This design comes from an exercise in tuning for small area, a short achievable clock period and few clock cycles per item on the open sky130 flow, not from production work. The RTL was checked by simulation tests, not by an equivalence proof against the original design. The flow treats the clock pin as an ideal source, which a real chip does not have. Power is estimated from default activity; no workload was simulated.

===== design/flow/design.v =====
module lut (
    input  logic [4:0] i_frac_hi,
    output logic [6:0] o_value
);
    always_comb begin
        unique case (i_frac_hi)
            5'd0:                 o_value = 7'd3;    
            5'd1,  5'd2:          o_value = 7'd21;   
            5'd3,  5'd4:          o_value = 7'd40;   
            5'd5,  5'd6:          o_value = 7'd50;   
            5'd7,  5'd8:          o_value = 7'd67;   
            5'd9,  5'd10:         o_value = 7'd65;   
            5'd11, 5'd12:         o_value = 7'd64;   
            5'd13, 5'd14:         o_value = 7'd72;   
            5'd15, 5'd16:         o_value = 7'd82;   
            5'd17, 5'd18:         o_value = 7'd67;   
            5'd19, 5'd20:         o_value = 7'd50;   
            5'd21, 5'd22:         o_value = 7'd35;   
            5'd23, 5'd24:         o_value = 7'd22;   
            5'd25, 5'd26:         o_value = 7'd13;   
            5'd27, 5'd28:         o_value = 7'd6;    
            default:              o_value = 7'd1;    
        endcase
    end
endmodule
module lse_diff (
    input  logic [23:0] i_operand_a,
    input  logic [23:0] i_operand_bx,    
    input  logic        i_lse,           
    output logic [23:0] o_xs,            
    output logic [9:0]  o_frac,          
    output logic [3:0]  o_h_lo,          
    output logic        o_h_zero,        
    output logic        o_h_ones,        
    output logic        o_lo_nz,         
    output logic        o_ge             
);
    logic [24:0] s;
    logic [9:0]  lo_or;
    always_comb begin
        s = {i_operand_a[23], i_operand_a}
          + {i_operand_bx[23], i_operand_bx}
          + {24'd0, i_lse};
        o_ge = ~s[24];
        o_xs = !i_lse ? s[23:0] : (o_ge ? i_operand_a : ~i_operand_bx);
        lo_or[0] = 1'b0;
        for (int i = 1; i < 10; i++) lo_or[i] = lo_or[i-1] | s[i-1];
        o_frac = s[9:0] ^ ({10{o_ge}} & lo_or);
        o_h_lo   = s[13:10];
        o_h_zero = (s[23:14] == 10'd0);
        o_h_ones = (&s[23:14]);
        o_lo_nz  = |s[9:0];
    end
endmodule
module lse_corr (
    input  logic [9:0]  i_frac,
    input  logic [3:0]  i_h_lo,
    input  logic        i_h_zero,
    input  logic        i_h_ones,
    input  logic        i_lo_nz,
    input  logic        i_ge,
    input  logic        i_kill,          
    output logic [10:0] o_f,             
    output logic [6:0]  o_corr           
);
    logic [4:0]  sh_ge, sh_lt;
    logic        rng_ge, rng_lt;
    logic [3:0]  shift;
    logic [10:0] f;
    logic [6:0]  tab;
    lut u_lut (.i_frac_hi(f[9:5]), .o_value(tab));
    always_comb begin
        sh_ge  = {1'b0, i_h_lo} + {4'd0, i_lo_nz};
        sh_lt  = 5'd16 - {1'b0, i_h_lo};
        rng_ge = (i_h_zero && (sh_ge <= 5'd10)) || (i_h_ones && (&i_h_lo) && i_lo_nz);
        rng_lt = (i_h_ones && (i_h_lo != 4'd0) && (sh_lt <= 5'd10)) || (i_h_zero && (i_h_lo == 4'd0));
        shift  = i_ge ? (rng_ge ? sh_ge[3:0] : 4'hF)
                      : (rng_lt ? sh_lt[3:0] : 4'hF);
        f      = {1'b1, i_frac} >> shift;
        o_f    = i_kill ? 11'd0 : f;
        o_corr = i_kill ? 7'd0 : tab;
    end
endmodule
module lse_sum (
    input  logic [23:0] i_xs,
    input  logic [10:0] i_f,
    input  logic [6:0]  i_corr,
    output logic [23:0] o_result
);
    logic [11:0] fk, ck, cs_s, cs_c;
    logic [12:0] low;
    logic [11:0] hi;
    logic        sat;
    always_comb begin
        fk   = {1'b0, i_f};
        ck   = {5'd0, i_corr};
        cs_s = i_xs[11:0] ^ fk ^ ck;
        cs_c = (i_xs[11:0] & fk) | (i_xs[11:0] & ck) | (fk & ck);
        low  = {1'b0, cs_s} + {cs_c, 1'b0};
        hi   = low[12] ? i_xs[23:12] + 12'd1 : i_xs[23:12];
        sat  = ~i_xs[23] & (&i_xs[22:12]) & low[12];
        o_result = sat ? 24'h7FFFFF : {hi, low[11:0]};
    end
endmodule
module lse_add (
    input  logic [23:0] i_operand_a,
    input  logic [23:0] i_operand_b,
    input  logic [1:0]  i_pe_mode,
    output logic [23:0] o_result
);
    localparam logic [23:0] NEG_INF_VAL = 24'h800000;
    logic        lse, kill, h_zero, h_ones, lo_nz, ge;
    logic [23:0] bx, xs;
    logic [9:0]  frac;
    logic [3:0]  h_lo;
    logic [10:0] f;
    logic [6:0]  corr;
    always_comb begin
        lse  = (i_pe_mode == 2'b00);
        bx   = lse ? ~i_operand_b : i_operand_b;
        kill = !lse || (i_operand_a == NEG_INF_VAL) || (i_operand_b == NEG_INF_VAL);
    end
    lse_diff u_diff (
        .i_operand_a(i_operand_a), .i_operand_bx(bx), .i_lse(lse),
        .o_xs(xs), .o_frac(frac), .o_h_lo(h_lo), .o_h_zero(h_zero),
        .o_h_ones(h_ones), .o_lo_nz(lo_nz), .o_ge(ge)
    );
    lse_corr u_corr (
        .i_frac(frac), .i_h_lo(h_lo), .i_h_zero(h_zero),
        .i_h_ones(h_ones), .i_lo_nz(lo_nz), .i_ge(ge), .i_kill(kill),
        .o_f(f), .o_corr(corr)
    );
    lse_sum u_sum (
        .i_xs(xs), .i_f(f), .i_corr(corr),
        .o_result(o_result)
    );
endmodule
module lse_add_pe (
    input  logic        i_clk,
    input  logic        i_rst,
    input  logic        i_enable,
    input  logic [1:0]  i_pe_mode,
    input  logic [23:0] i_operand_a,
    input  logic [23:0] i_operand_b,
    output logic [23:0] o_result,
    output logic        o_valid_out
);
    localparam logic [23:0] NEG_INF_VAL = 24'h800000;
    logic        lse_d;
    logic [23:0] a_q, bx_q;
    logic        lse_q, v1_q;
    logic [23:0] xs_d, xs_q;
    logic [9:0]  frac_d, frac_q;
    logic [3:0]  h_lo_d, h_lo_q;
    logic        h_zero_d, h_zero_q, h_ones_d, h_ones_q;
    logic        lo_nz_d, lo_nz_q, ge_d, ge_q;
    logic        kill2_q, v2_q;
    logic [23:0] xs3_q;
    logic [10:0] f_d, f_q;
    logic [6:0]  corr_d, corr_q;
    logic        v3_q;
    logic [23:0] result_d;
    assign lse_d = (i_pe_mode == 2'b00);
    lse_diff u_diff (
        .i_operand_a(a_q), .i_operand_bx(bx_q), .i_lse(lse_q),
        .o_xs(xs_d), .o_frac(frac_d), .o_h_lo(h_lo_d), .o_h_zero(h_zero_d),
        .o_h_ones(h_ones_d), .o_lo_nz(lo_nz_d), .o_ge(ge_d)
    );
    lse_corr u_corr (
        .i_frac(frac_q), .i_h_lo(h_lo_q), .i_h_zero(h_zero_q),
        .i_h_ones(h_ones_q), .i_lo_nz(lo_nz_q), .i_ge(ge_q), .i_kill(kill2_q),
        .o_f(f_d), .o_corr(corr_d)
    );
    lse_sum u_sum (
        .i_xs(xs3_q), .i_f(f_q), .i_corr(corr_q),
        .o_result(result_d)
    );
    always_ff @(posedge i_clk) begin
        if (i_rst) begin
            v1_q        <= 1'b0;
            v2_q        <= 1'b0;
            v3_q        <= 1'b0;
            o_valid_out <= 1'b0;
        end else begin
            v1_q        <= i_enable;
            v2_q        <= v1_q;
            v3_q        <= v2_q;
            o_valid_out <= v3_q;
        end
        a_q      <= i_operand_a;
        bx_q     <= lse_d ? ~i_operand_b : i_operand_b;
        lse_q    <= lse_d;
        xs_q     <= xs_d;
        frac_q   <= frac_d;
        h_lo_q   <= h_lo_d;
        h_zero_q <= h_zero_d;
        h_ones_q <= h_ones_d;
        lo_nz_q  <= lo_nz_d;
        ge_q     <= ge_d;
        kill2_q  <= !lse_q || (a_q == NEG_INF_VAL) || (bx_q == ~NEG_INF_VAL);
        xs3_q    <= xs_q;
        f_q      <= f_d;
        corr_q   <= corr_d;
        o_result <= result_d;
    end
endmodule

===== design/flow/flow/run.sh =====
#!/bin/bash
# Layout flow: the standard flow (standard.sh) with its synthesis unchanged.
# Changes to the layout steps only:
#  - clock tree: flow/clock_tree.tcl builds a balanced two-level tree (port ->
#    2 clkbuf_16 -> 8 clkbuf_16 -> flip-flops) in place of TritonCTS's tree;
#  - timing repair aims for setup slack well past the clock period, so that the
#    achieved period (clock period less worst slack) shrinks;
#  - the port buffers are buf_1 cells (repair resizes the ones on critical paths).
# Each step's output goes to its own log here; ORFS keeps per-stage logs under orfs/logs/.
set -euo pipefail
here=$(pwd)
bash standard.sh synth > synth.log 2>&1
bash standard.sh SETUP_SLACK_MARGIN=9.4 \
  'BUFFER_PORTS_ARGS=-buffer_cell sky130_fd_sc_hd__buf_1' \
  "PRE_CTS_TCL=$here/flow/clock_tree.tcl" finish > layout.log 2>&1

===== design/flow/flow/clock_tree.tcl =====
# Clock tree built by hand before ORFS's CTS step (sourced as PRE_CTS_TCL).
#
# Two buffer levels: the clock port drives two sky130_fd_sc_hd__clkbuf_16 roots;
# each root drives four clkbuf_16 leaves; each leaf drives the clock pins of one
# eighth of the flip-flops. The flip-flops are split by placement into eight
# clusters of equal size (bisection by x, then y, then x); every buffer sits at
# the centre of what it drives. All flip-flops are two equal buffer levels away
# from the port, so the tree is balanced, and its insertion delay is smaller than
# that of TritonCTS's deeper tree. The nets are left out of TritonCTS, which would
# otherwise add further levels; detailed placement later legalizes the buffers.
set block [ord::get_db_block]
set clknet [$block findNet i_clk]
set bufm [[ord::get_db] findMaster sky130_fd_sc_hd__clkbuf_16]

proc bisect {items idx} {
  set s [lsort -integer -index $idx $items]
  set h [expr {[llength $s] / 2}]
  return [list [lrange $s 0 [expr {$h - 1}]] [lrange $s $h end]]
}

proc centre {items} {
  set sx 0
  set sy 0
  foreach s $items {
    incr sx [lindex $s 1]
    incr sy [lindex $s 2]
  }
  return [list [expr {$sx / [llength $items]}] [expr {$sy / [llength $items]}]]
}

# a buffer named name at pos, driven by innet; returns the net it drives
proc add_buf {block master name innet pos} {
  set buf [odb::dbInst_create $block $master $name]
  set net [odb::dbNet_create $block "${name}_net"]
  $net setSigType CLOCK
  [$buf findITerm A] connect $innet
  [$buf findITerm X] connect $net
  $buf setLocation [lindex $pos 0] [lindex $pos 1]
  $buf setPlacementStatus PLACED
  return $net
}

set sinks {}
foreach it [$clknet getITerms] {
  lassign [[$it getInst] getLocation] x y
  lappend sinks [list $it $x $y]
}
puts "clock_tree.tcl: [llength $sinks] clock sinks"

set skip [list i_clk]
set r 0
foreach half [bisect $sinks 1] {
  set rnet [add_buf $block $bufm "clkbuf_root_$r" $clknet [centre $half]]
  lappend skip [$rnet getName]
  set l 0
  foreach q [bisect $half 2] {
    foreach g [bisect $q 1] {
      set lnet [add_buf $block $bufm "clkbuf_leaf_${r}_$l" $rnet [centre $g]]
      lappend skip [$lnet getName]
      foreach s $g {
        set it [lindex $s 0]
        $it disconnect
        $it connect $lnet
      }
      puts "clock_tree.tcl: clkbuf_leaf_${r}_$l drives [llength $g] sinks"
      incr l
    }
  }
  incr r
}

set_cts_config -skip_nets $skip

===== design/flow/standard.sh =====
#!/bin/bash
# synth_recipe.tcl (not shown) runs the flow's synth.tcl, then flattens the netlist and writes it again
# the make line also repeats each setting of config.mk as NAME=value (left out here)
make -C /OpenROAD-flow-scripts/flow DESIGN_CONFIG=/design/flow/config.mk WORK_HOME=/design/flow/orfs CLKGATE_MAP_FILE= SYNTH_SCRIPT=/design/flow/synth_recipe.tcl "${@:-finish}"

===== design/flow/config.mk =====
export PLATFORM = sky130hd
export DESIGN_NAME = lse_add_pe
export DESIGN_NICKNAME = lse_add_pe
export VERILOG_FILES = /design/flow/design.v
export SDC_FILE = /design/flow/constraint.sdc
export NUM_CORES = 4
export LEC_CHECK = 0
export ABC_AREA = 1
export CAP_MARGIN = 20
export CORE_MARGIN = 2
export CORE_UTILIZATION = 65
export CTS_BUF_LIST = sky130_fd_sc_hd__clkbuf_8
export SLEW_MARGIN = 20

===== design/flow/constraint.sdc =====
create_clock -name core_clock -period 13.0 [get_ports {i_clk}]
set_input_delay 2.6000 -clock core_clock [delete_from_list [all_inputs] [get_ports {i_clk}]]
set_output_delay 2.6000 -clock core_clock [all_outputs]
set_load 0.01 [all_outputs]

==> results.cfg, run 1 <==
[power]
vdd_drop_max_v = 0.000120
leakagePower_uw = 0.00397
cellPowerDensity_nw_per_um2 = 152

[critical_path]
worstPathRequired_ns = 10.40
crit_type = flop to output pin
critPathArrivalTime_ns = 0.75
timing.rr.end = xs_q[14]$_DFF_P_
critPathCaptureType = output pin
startpoint = o_result[15]$_SDFF_PP1_
critPathSlowestCell = dfxtp_1
max_stage_delay_ns = 0.31
crit_path_end = o_result[15]
cp-start-kind = flop
r2r_start = lse_q$_DFF_P_
cp.buffers_inverters = 1
crit_chain = buf_1
r2r_slack_ns = 9.73
reg2regPathDepth = 13
path_delay_family = flip-flops
cp.depth = 1
path_max_fanout = 1

[cells_and_area]
regArea_um2 = 3240
nets = 1175
drive_above_1_share = 0.0678
final_area_um2 = 8630
fill_cells = 994
area_delta_synth_final_pct = 7.81
multiInputGateArea_um2 = 4230
diodes = 0

[yosys]
syn_inst = 994
synth_warnings = 5
synth-main-ff-cell = dfxtp_1
synth_area_leaders = dfxtp_1 (40%), nand2_1 (9.1%), ha_1 (7.5%)
async_flop_share = 0
ys_ff_latch = 162
synthMostInstantiatedCell = nand2_1
ys_seq_area_frac = 0.405
synth_top_cell_by_area = dfxtp_1
synth_area_per_cell_um2 = 8.06
synth-edff-count = 0
synthesis.area_um2 = 8010
synth_cell_types = 50
ys_top_cells_by_count = nand2_1 (195), dfxtp_1 (162), inv_1 (98), nand3_1 (75), nor2_1 (67)
syn_nets = 1105
synthDominantCellAreaShare = 0.405

[timing]
whs_ns = 0.326
setup_tns_ns = 0
finClkSkew_ns = 0.0179
period_minus_slack_ns = 3.35
setup_viol_count_final = 0
worst_pin_slew_ns = 0.541
rsz0062_at_grt = no
fmax_mhz = 298
hold_violations = 0
fin_ws_ns = 9.65
drv_slew = 0
fin_crit_sh = 0.258
slew_headroom = 0.638

[global_routing]
track_usage = 0.255
antenna_found_initial = 0
grt_pass1_vias = 6059
grt_pass1_wl_um = 27800
grt_start_max_net_pins = 46
overflow = 0

[drt]
vias = 6577
ant_nets = 0
vias_per_cell = 5.44
drc_errors = 0
drtPass1Iterations = 5
drt_iter0_drc = 432
drt-total-wl_um = 16800
wl_per_cell_um = 13.9

[place]
port_buffers = 77
place_congestion = 1.00
place_area_um2 = 8380
pre_cts_slack_ns = 9.36
dp_hpwl_um = 13500

[floorplan]
floorplan.rows = 40
io_pins = 78
die-area_um2 = 13200
die_y_um = 115
core_area_um2 = 12000
start_util = 0.667
dieWidth_um = 115

[job]
drv_cap = 0

[hold_path]
hold_path_class = flop to flop

[clock_network]
clkSlewWorstSetupHoldPaths_ns = 0.07
clk-insertion-delay-late_ns = 0.31

[outcome]
status = timing/DRC/antenna clean
## worst min path at each step
stage | from | slack (ns) | to | cells after the start
floorplan | xs_q[0]$_DFF_P_ | 0.31 | xs3_q[0]$_DFF_P_ | 0
global placement | xs_q[19]$_DFF_P_ | 0.31 | xs3_q[19]$_DFF_P_ | 0
detailed placement | xs_q[13]$_DFF_P_ | 0.31 | xs3_q[13]$_DFF_P_ | 0
CTS | xs_q[13]$_DFF_P_ | 0.31 | xs3_q[13]$_DFF_P_ | 0
global route | xs_q[19]$_DFF_P_ | 0.33 | xs3_q[19]$_DFF_P_ | 0
finish | xs_q[19]$_DFF_P_ | 0.33 | xs3_q[19]$_DFF_P_ | 0
## stage by stage
stage | power [uW] | cells | utilization
3_3_place_gp | 1030 | 1199 | 0.698
3_5_place_dp | 1040 | 1199 | 0.698
4_1_cts | 1270 | 1209 | 0.719
2_1_floorplan | 941 | 994 | -
5_1_grt | 1400 | 1209 | 0.719
6_report | 1310 | 1209 | 0.719
## per-layer routing
layer / vias up / global-route usage / share of wire
met2: 259 / 0.447 / 0.47
li1: 3412 / - / -
met3: 27 / 0.0221 / 0.073
met1: 2879 / 0.344 / 0.44
met4: 0 / 0.0554 / 0.022
met5: - / 0 / 0
## timing repair
item                       4_1_cts  5_1_grt
hold buffers                     0        0
buffers inserted                 0        0
gates resized for setup          1        0
hold endpoints to repair         0        0
setup endpoints to repair       19        0
## power breakdown
| group | leakage (uW) | switching (uW) | internal [uW] | total, uW |
|---|---|---|---|---|
| sequential | 0.00136 | 56.9 | 600 | 657 |
| combinational | 0.00249 | 236 | 142 | 378 |
| clock | 0.000123 | 138 | 138 | 276 |
## placed cells by master (no fill, tap or decap), types with 13 or more instances in the layout
cell	n
buf_1	77
a21oi_1	56
o21ai_1	13
inv_1	98
ha_1	48
nor2_1	66
nor3_1	17
nand3_1	75
o21ai_0	48
nand4_1	24
xor2_1	49
dfxtp_1	162
nand2_1	195
## final cells by class
class | count | share of cell area
multi-input cells | 703 | 0.490
flip-flops and latches | 162 | 0.376
inverters | 106 | 0.0464
repair buffers | 81 | 0.0374
plain buffers | 10 | 0.0290
well taps | 147 | 0.0213
## logic make-up after synthesis
family / synth area share
simple gates: 0.255
flops: 0.405
compound gates: 0.107
buf+inv: 0.0667
xor+xnor: 0.0656
fa+ha+maj: 0.100
## registers in the layout, summed over array words and instances (netlist names)
name         cells
xs_q            24
v3_q             1
v2_q             1
f_q             11
frac_q          10
ge_q             1
o_valid_out      1
h_ones_q         1
o_result        24
kill2_q          1
h_zero_q         1
xs3_q           24
a_q             24
corr_q           7
lse_q            1
v1_q             1
h_lo_q           4
lo_nz_q          1
bx_q            24
Testbench counts, summed over its fixed seeds: cycles 8,032, items 8,000.
==> run 2: changes to the inputs <==
--- a/design/flow/flow/run.sh
+++ b/design/flow/flow/run.sh
@@ -3,5 +3,5 @@
 # Changes to the layout steps only:
 #  - clock tree: flow/clock_tree.tcl builds a balanced two-level tree (port ->
-#    2 clkbuf_16 -> 8 clkbuf_16 -> flip-flops) in place of TritonCTS's tree;
+#    2 clkbuf_8 -> 8 clkbuf_8 -> flip-flops) in place of TritonCTS's tree;
 #  - timing repair aims for setup slack well past the clock period, so that the
 #    achieved period (clock period less worst slack) shrinks;
@@ -11,5 +11,5 @@
 here=$(pwd)
 bash standard.sh synth > synth.log 2>&1
-bash standard.sh SETUP_SLACK_MARGIN=9.4 \
+bash standard.sh SETUP_SLACK_MARGIN=9.6 \
   'BUFFER_PORTS_ARGS=-buffer_cell sky130_fd_sc_hd__buf_1' \
   "PRE_CTS_TCL=$here/flow/clock_tree.tcl" finish > layout.log 2>&1
--- a/design/flow/flow/clock_tree.tcl
+++ b/design/flow/flow/clock_tree.tcl
@@ -1,6 +1,6 @@
 # Clock tree built by hand before ORFS's CTS step (sourced as PRE_CTS_TCL).
 #
-# Two buffer levels: the clock port drives two sky130_fd_sc_hd__clkbuf_16 roots;
-# each root drives four clkbuf_16 leaves; each leaf drives the clock pins of one
+# Two buffer levels: the clock port drives two sky130_fd_sc_hd__clkbuf_8 roots;
+# each root drives four clkbuf_8 leaves; each leaf drives the clock pins of one
 # eighth of the flip-flops. The flip-flops are split by placement into eight
 # clusters of equal size (bisection by x, then y, then x); every buffer sits at
@@ -11,5 +11,5 @@
 set block [ord::get_db_block]
 set clknet [$block findNet i_clk]
-set bufm [[ord::get_db] findMaster sky130_fd_sc_hd__clkbuf_16]
+set bufm [[ord::get_db] findMaster sky130_fd_sc_hd__clkbuf_8]
 
 proc bisect {items idx} {
==> run 2 against run 1 <==
  * Still clean on timing, DRC and antenna
  * Maximum frequency shrank 0.51%
  * First-iteration DRC count shrank 6.5%
  * Via count shrank 0.56%
  * Register-to-register slack is essentially flat
  * Sequential share of layout area grew 0.19 points
  * Synthesized cell count is the same
  * Synthesized area is the same
  * Critical path depth is the same
  * Flip-flop and latch count is the same
  * Critical path type unchanged
==> results.cfg, run 2 <==
[outcome]
status = timing/DRC/antenna clean

[timing]
worst_pin_slew_ns = 0.550
setup_tns_ns = 0
hold_violations = 0
slew_headroom = 0.633
rsz0062_at_grt = yes
finClkSkew_ns = 0.0365
fin_crit_sh = 0.259
whs_ns = 0.329
setup_viol_count_final = 0
period_minus_slack_ns = 3.37
drv_slew = 0
fmax_mhz = 297

[floorplan]
core_area_um2 = 12000
die-area_um2 = 13200
die_y_um = 115
io_pins = 78
dieWidth_um = 115
start_util = 0.667
floorplan.rows = 40

[yosys]
synth_area_per_cell_um2 = 8.06
synthesis.area_um2 = 8010
ys_seq_area_frac = 0.405
synth-main-ff-cell = dfxtp_1
synth_area_leaders = dfxtp_1 (40%), nand2_1 (9.1%), ha_1 (7.5%)
synthDominantCellAreaShare = 0.405
async_flop_share = 0
synth-edff-count = 0
synthAdderAreaFrac = 0.100
synth_xor_area_frac = 0.0656
ys_ff_latch = 162
synth_top_family_by_area = simple AND/OR/NAND/NOR gates
synth_warnings = 5
ys_top_cells_by_count = nand2_1 (195), dfxtp_1 (162), inv_1 (98), nand3_1 (75), nor2_1 (67)
synth_compound_area_frac = 0.107
synth-simple-area-share = 0.255
synth_top_cell_by_area = dfxtp_1
syn_inst = 994
syn_nets = 1105
synthMostInstantiatedCell = nand2_1
synth_cell_types = 50
synthMuxAreaShare = 0

[place]
dp_hpwl_um = 13500
port_buffers = 77
place_congestion = 1.01

[power]
cellPowerDensity_nw_per_um2 = 146
leakagePower_uw = 0.00401
vdd_drop_max_v = 0.000107

[critical_path]
reg2regPathDepth = 13
path_delay_family = flip-flops
max_stage_delay_ns = 0.33
critPathSlowestCell = dfxtp_1
crit_chain = clkbuf_2
cp.buffers_inverters = 1
timing.rr.end = xs_q[12]$_DFF_P_
path_max_fanout = 1
critPathArrivalTime_ns = 0.77
crit_type = flop to output pin
worstPathRequired_ns = 10.40
cp-start-kind = flop
critPathCaptureType = output pin
r2r_slack_ns = 9.74
r2r_start = lse_q$_DFF_P_

[cells_and_area]
layout_common_cells = nand2_1 (195), dfxtp_1 (156), inv_1 (98), nand3_1 (75), nor2_1 (66)
nets = 1175
diodes = 0
drive_above_1_share = 0.0970
final_common_cell = nand2_1
area_delta_synth_final_pct = 7.53

[hold_path]
holdPathEnd = xs3_q[13]$_DFF_P_
worstHoldStart = xs_q[13]$_DFF_P_
hold_path_class = flop to flop
worstHoldPathCells = 0

[global_routing]
antenna_found_initial = 0
track_usage = 0.256
grt_pass1_wl_um = 27900
overflow = 0
grt_pass1_vias = 6065
grt_start_max_net_pins = 46

[clock_network]
clkSlewWorstSetupHoldPaths_ns = 0.11
cts_setup_buffers = 0
clk-insertion-delay-late_ns = 0.35

[drt]
vias_per_cell = 5.41
vias = 6540
ant_nets = 0
drt-total-wl_um = 16900
wl_per_cell_um = 14.0
drtPass1Iterations = 5
drc_errors = 0
drt_iter0_drc = 404

[job]
drv_cap = 0
run 2: cell counts after synthesis:
No cell type changed its count.
run 2: repair_timing:
| action | CTS | global route |
|---|---|---|
| resized for setup | 1 | 61 |
| endpoints found under the hold margin | 0 | 0 |
| hold buffers | 0 | 0 |
| endpoints found under the setup margin | 4 | 33 |
run 2: kinds of logic (layout without fill, tap and decap cells):
logic type | after synthesis | count (layout)
AND/OR/NAND/NOR | 432 | 432
buffers and inverters | 129 | 197
AO/OA/AOI/OAI | 153 | 153
XOR/XNOR | 60 | 60
adder cells (fa/ha/maj) | 58 | 58
flip-flops | 162 | 162
run 2: worst max path at each step:
stage | startpoint | to | slack [ns] | depth (start not counted)
after floorplan | i_pe_mode[1] | bx_q[10]$_DFF_P_ | 9.60 | 3
after global placement | i_pe_mode[1] | bx_q[19]$_DFF_P_ | 9.63 | 4
after detailed placement | i_pe_mode[1] | bx_q[0]$_DFF_P_ | 9.58 | 4
after CTS | i_pe_mode[1] | bx_q[0]$_DFF_P_ | 9.65 | 4
after global routing | o_result[15]$_SDFF_PP1_ | o_result[15] | 9.57 | 1
final | o_result[14]$_SDFF_PP1_ | o_result[14] | 9.63 | 1
run 2: report_power, final:
group          internal (uW)  leakage, uW  switching, uW
clock network           70.5    0.0000719            131
logic                    155      0.00258            240
registers                601      0.00136           57.9
run 2: layout make-up:
cell class	count	area, um2
Sequential cell	162	3250
Fill cell	1000	3400
Inverter	106	400
Buffer	10	138
Timing Repair Buffer	81	395
Multi-Input combinational cell	703	4240
Tap cell	147	184
run 2: routing by layer:
metal,global-route usage,part of all wire,up-vias
li1,-,-,3406
met1,0.347,0.45,2895
met2,0.449,0.46,215
met3,0.0200,0.061,24
met4,0.0570,0.021,0
met5,0,0,-
run 2: stage by stage:
step	std cells	setup WS (ns)	util	power [uW]	cell area [um2]
floorplan	994	9.60	-	941	8010
global placement	1199	9.63	0.698	1030	8380
detailed placement	1199	9.58	0.698	1040	8380
CTS	1209	9.65	0.709	1200	8520
global route	1209	9.57	0.717	1350	8610
finish	1209	9.63	0.717	1260	8610
==> run 3: changes to the inputs <==
--- a/design/flow/flow/run.sh
+++ b/design/flow/flow/run.sh
@@ -3,5 +3,5 @@
 # Changes to the layout steps only:
 #  - clock tree: flow/clock_tree.tcl builds a balanced two-level tree (port ->
-#    2 clkbuf_8 -> 8 clkbuf_8 -> flip-flops) in place of TritonCTS's tree;
+#    2 clkbuf_16 -> 16 clkbuf_4 -> flip-flops) in place of TritonCTS's tree;
 #  - timing repair aims for setup slack well past the clock period, so that the
 #    achieved period (clock period less worst slack) shrinks;
--- a/design/flow/flow/clock_tree.tcl
+++ b/design/flow/flow/clock_tree.tcl
@@ -1,8 +1,8 @@
 # Clock tree built by hand before ORFS's CTS step (sourced as PRE_CTS_TCL).
 #
-# Two buffer levels: the clock port drives two sky130_fd_sc_hd__clkbuf_8 roots;
-# each root drives four clkbuf_8 leaves; each leaf drives the clock pins of one
-# eighth of the flip-flops. The flip-flops are split by placement into eight
-# clusters of equal size (bisection by x, then y, then x); every buffer sits at
+# Two buffer levels: the clock port drives two sky130_fd_sc_hd__clkbuf_16 roots;
+# each root drives eight clkbuf_4 leaves; each leaf drives the clock pins of one
+# sixteenth of the flip-flops. The flip-flops are split by placement into sixteen
+# clusters of equal size (bisection by x, then y, x, y); every buffer sits at
 # the centre of what it drives. All flip-flops are two equal buffer levels away
 # from the port, so the tree is balanced, and its insertion delay is smaller than
@@ -11,5 +11,6 @@
 set block [ord::get_db_block]
 set clknet [$block findNet i_clk]
-set bufm [[ord::get_db] findMaster sky130_fd_sc_hd__clkbuf_8]
+set rootm [[ord::get_db] findMaster sky130_fd_sc_hd__clkbuf_16]
+set leafm [[ord::get_db] findMaster sky130_fd_sc_hd__clkbuf_4]
 
 proc bisect {items idx} {
@@ -51,18 +52,20 @@
 set r 0
 foreach half [bisect $sinks 1] {
-  set rnet [add_buf $block $bufm "clkbuf_root_$r" $clknet [centre $half]]
+  set rnet [add_buf $block $rootm "clkbuf_root_$r" $clknet [centre $half]]
   lappend skip [$rnet getName]
   set l 0
   foreach q [bisect $half 2] {
-    foreach g [bisect $q 1] {
-      set lnet [add_buf $block $bufm "clkbuf_leaf_${r}_$l" $rnet [centre $g]]
-      lappend skip [$lnet getName]
-      foreach s $g {
-        set it [lindex $s 0]
-        $it disconnect
-        $it connect $lnet
+    foreach e [bisect $q 1] {
+      foreach g [bisect $e 2] {
+        set lnet [add_buf $block $leafm "clkbuf_leaf_${r}_$l" $rnet [centre $g]]
+        lappend skip [$lnet getName]
+        foreach s $g {
+          set it [lindex $s 0]
+          $it disconnect
+          $it connect $lnet
+        }
+        puts "clock_tree.tcl: clkbuf_leaf_${r}_$l drives [llength $g] sinks"
+        incr l
       }
-      puts "clock_tree.tcl: clkbuf_leaf_${r}_$l drives [llength $g] sinks"
-      incr l
     }
   }
==> run 3 against run 2 <==
  * Worst hold slack lost 0.0048 ns
  * Cell area is essentially flat
  * Global-route usage grew 0.24 points
  * Power grew 1.2%
  * Sequential power is essentially flat
  * Critical path depth is the same
  * Critical path type unchanged
  * Combinational power shrank 2%
  * Synthesized area is the same
  * Register-to-register slack lost 0.03 ns
==> results.cfg, run 3 <==
[critical_path]
critPathCaptureType = output pin
max_stage_delay_ns = 0.32
r2r_start = lse_q$_DFF_P_
cp-start-kind = flop
path_max_fanout = 1
cp.buffers_inverters = 1
timing.rr.end = xs_q[12]$_DFF_P_
startpoint = o_result[14]$_SDFF_PP1_
path_delay_family = flip-flops
critPathArrivalTime_ns = 0.76
worstPathRequired_ns = 10.40
r2r_slack_ns = 9.71
critPathSlowestCell = dfxtp_2
crit_type = flop to output pin
reg2regPathDepth = 13
crit_chain = buf_2

[floorplan]
floorplan.rows = 40
start_util = 0.667
dieWidth_um = 115
die_y_um = 115
io_pins = 78
core_area_um2 = 12000
die-area_um2 = 13200

[yosys]
synth-simple-area-share = 0.255
synth_warnings = 5
synth_top_cell_by_area = dfxtp_1
synth_xor_area_frac = 0.0656
ys_seq_area_frac = 0.405
synth-edff-count = 0
synthMostInstantiatedCell = nand2_1
synthesis.area_um2 = 8010
synth_area_per_cell_um2 = 8.06
ys_ff_latch = 162
syn_nets = 1105
synth-main-ff-cell = dfxtp_1
synth_compound_area_frac = 0.107
synth_cell_types = 50
async_flop_share = 0
synthMuxAreaShare = 0
synthDominantCellAreaShare = 0.405
synth_area_leaders = dfxtp_1 (40%), nand2_1 (9.1%), ha_1 (7.5%)
ys_top_cells_by_count = nand2_1 (195), dfxtp_1 (162), inv_1 (98), nand3_1 (75), nor2_1 (67)
synth_top_family_by_area = simple AND/OR/NAND/NOR gates
synthAdderAreaFrac = 0.100
syn_inst = 994

[timing]
setup_tns_ns = 0
whs_ns = 0.324
slew_headroom = 0.634
worst_pin_slew_ns = 0.547
drv_slew = 0
hold_violations = 0
finClkSkew_ns = 0.0384
period_minus_slack_ns = 3.36
fin_crit_sh = 0.258
setup_viol_count_final = 0
fmax_mhz = 298
rsz0062_at_grt = yes

[outcome]
status = timing/DRC/antenna clean

[place]
place_congestion = 1.01
port_buffers = 77
placed_cells = 1199
dp_hpwl_um = 13500

[hold_path]
hold_path_class = flop to flop
holdPathEnd = xs3_q[13]$_DFF_P_
worstHoldStart = xs_q[13]$_DFF_P_
worstHoldPathCells = 0

[power]
vdd_drop_max_v = 0.000106
leakagePower_uw = 0.00402
cellPowerDensity_nw_per_um2 = 148
power_uw = 1270

[cells_and_area]
regArea_um2 = 3250
drive_above_1_share = 0.104
layout_common_cells = nand2_1 (195), dfxtp_1 (156), inv_1 (98), nand3_1 (75), nor2_1 (66)
fill_cells = 1010
nets = 1183
diodes = 0
finalNonFillerCells = 1217
area_delta_synth_final_pct = 7.55
final_common_cell = nand2_1
multiInputGateArea_um2 = 4240

[drt]
drt-total-wl_um = 17000
ant_nets = 0
vias = 6631
drtPass1Iterations = 5
drt_iter0_drc = 486
wl_per_cell_um = 14.0
vias_per_cell = 5.45
drc_errors = 0

[clock_network]
clkSlewWorstSetupHoldPaths_ns = 0.10
clk-insertion-delay-late_ns = 0.34
cts_setup_buffers = 0

[global_routing]
grt_pass1_vias = 6127
overflow = 0
antenna_found_initial = 0
grt_pass1_wl_um = 28100
grt_start_max_net_pins = 46
track_usage = 0.258

[job]
drv_cap = 0
[run 3: power breakdown]
| group | switching, uW | total [uW] | leakage (uW) | internal [uW] |
|---|---|---|---|---|
| Combinational | 239 | 389 | 0.00257 | 150 |
| Sequential | 56.8 | 658 | 0.00136 | 601 |
| Clock | 138 | 224 | 0.0000983 | 85.5 |
| Total | 434 | 1270 | 0.00402 | 836 |
[run 3: repair_timing]
item	CTS	global route
setup endpoints to repair	4	30
gates resized for setup	1	46
hold buffers	0	0
[run 3: final cells by class]
class                   instances  area share
repair buffers                 81      0.0423
plain buffers                  18      0.0198
multi-input cells             703       0.493
inverters                     106      0.0465
flip-flops and latches        162       0.377
well taps                     147      0.0214
[run 3: cells by family (layout without fill, tap and decap cells)]
kind of cell / Yosys count / count (layout)
flops: 162 / 162
simple gates: 432 / 432
fa+ha+maj: 58 / 58
xor+xnor: 60 / 60
buf+inv: 129 / 205
compound gates: 153 / 153
[run 3: routing by layer]
layer	share of wire	track usage
met1	0.45	0.349
met2	0.46	0.447
met3	0.068	0.0248
met4	0.025	0.0651
met5	0	0
[run 3: worst max path at each step]
stage                                  end  depth (start not counted)
after floorplan           bx_q[10]$_DFF_P_                          3
after global placement    bx_q[19]$_DFF_P_                          4
after detailed placement   bx_q[0]$_DFF_P_                          4
after CTS                  bx_q[0]$_DFF_P_                          4
after global routing           o_result[7]                          1
final                         o_result[14]                          1
[run 3: through the flow]
| stage | setup slack (ns) | utilization | cell area, um2 |
|---|---|---|---|
| 3_3_place_gp | 9.63 | 0.698 | 8380 |
| 2_1_floorplan | 9.60 | - | 8010 |
| 6_report | 9.64 | 0.717 | 8610 |
| 5_1_grt | 9.58 | 0.717 | 8610 |
| 4_1_cts | 9.65 | 0.712 | 8550 |
| 3_5_place_dp | 9.58 | 0.698 | 8380 |

[port drivers added, routing unchanged]
Ports are ideal in the flow. The routed layouts listed here were re-timed in OpenROAD.
Step 1: set_driving_cell puts a clkbuf_16 on i_clk and a buf_2 on each other input, an assumption about the parent block.
Step 2 also shifts input and output timing later by t, the mid clock arrival at the registers, as if the neighbouring blocks saw the same clock.
Three values: ideal, step 1, step 2; two values: the first two.
run	shift t [ns]	setup slack, ns	slew at the worst register clock pin (ns)
run 1	0.362	9.648 / 9.589 / 9.444	0.08 / 0.08
run 2	0.382	9.630 / 9.582 / 9.674	0.12 / 0.12
run 3	0.382	9.642 / 9.584 / 9.670	0.11 / 0.11
After both steps setup and hold are still met in every run listed. For run 1, which loses most, drivers alone change the setup slack by -0.059 ns; drivers and shift together by -0.204 ns.
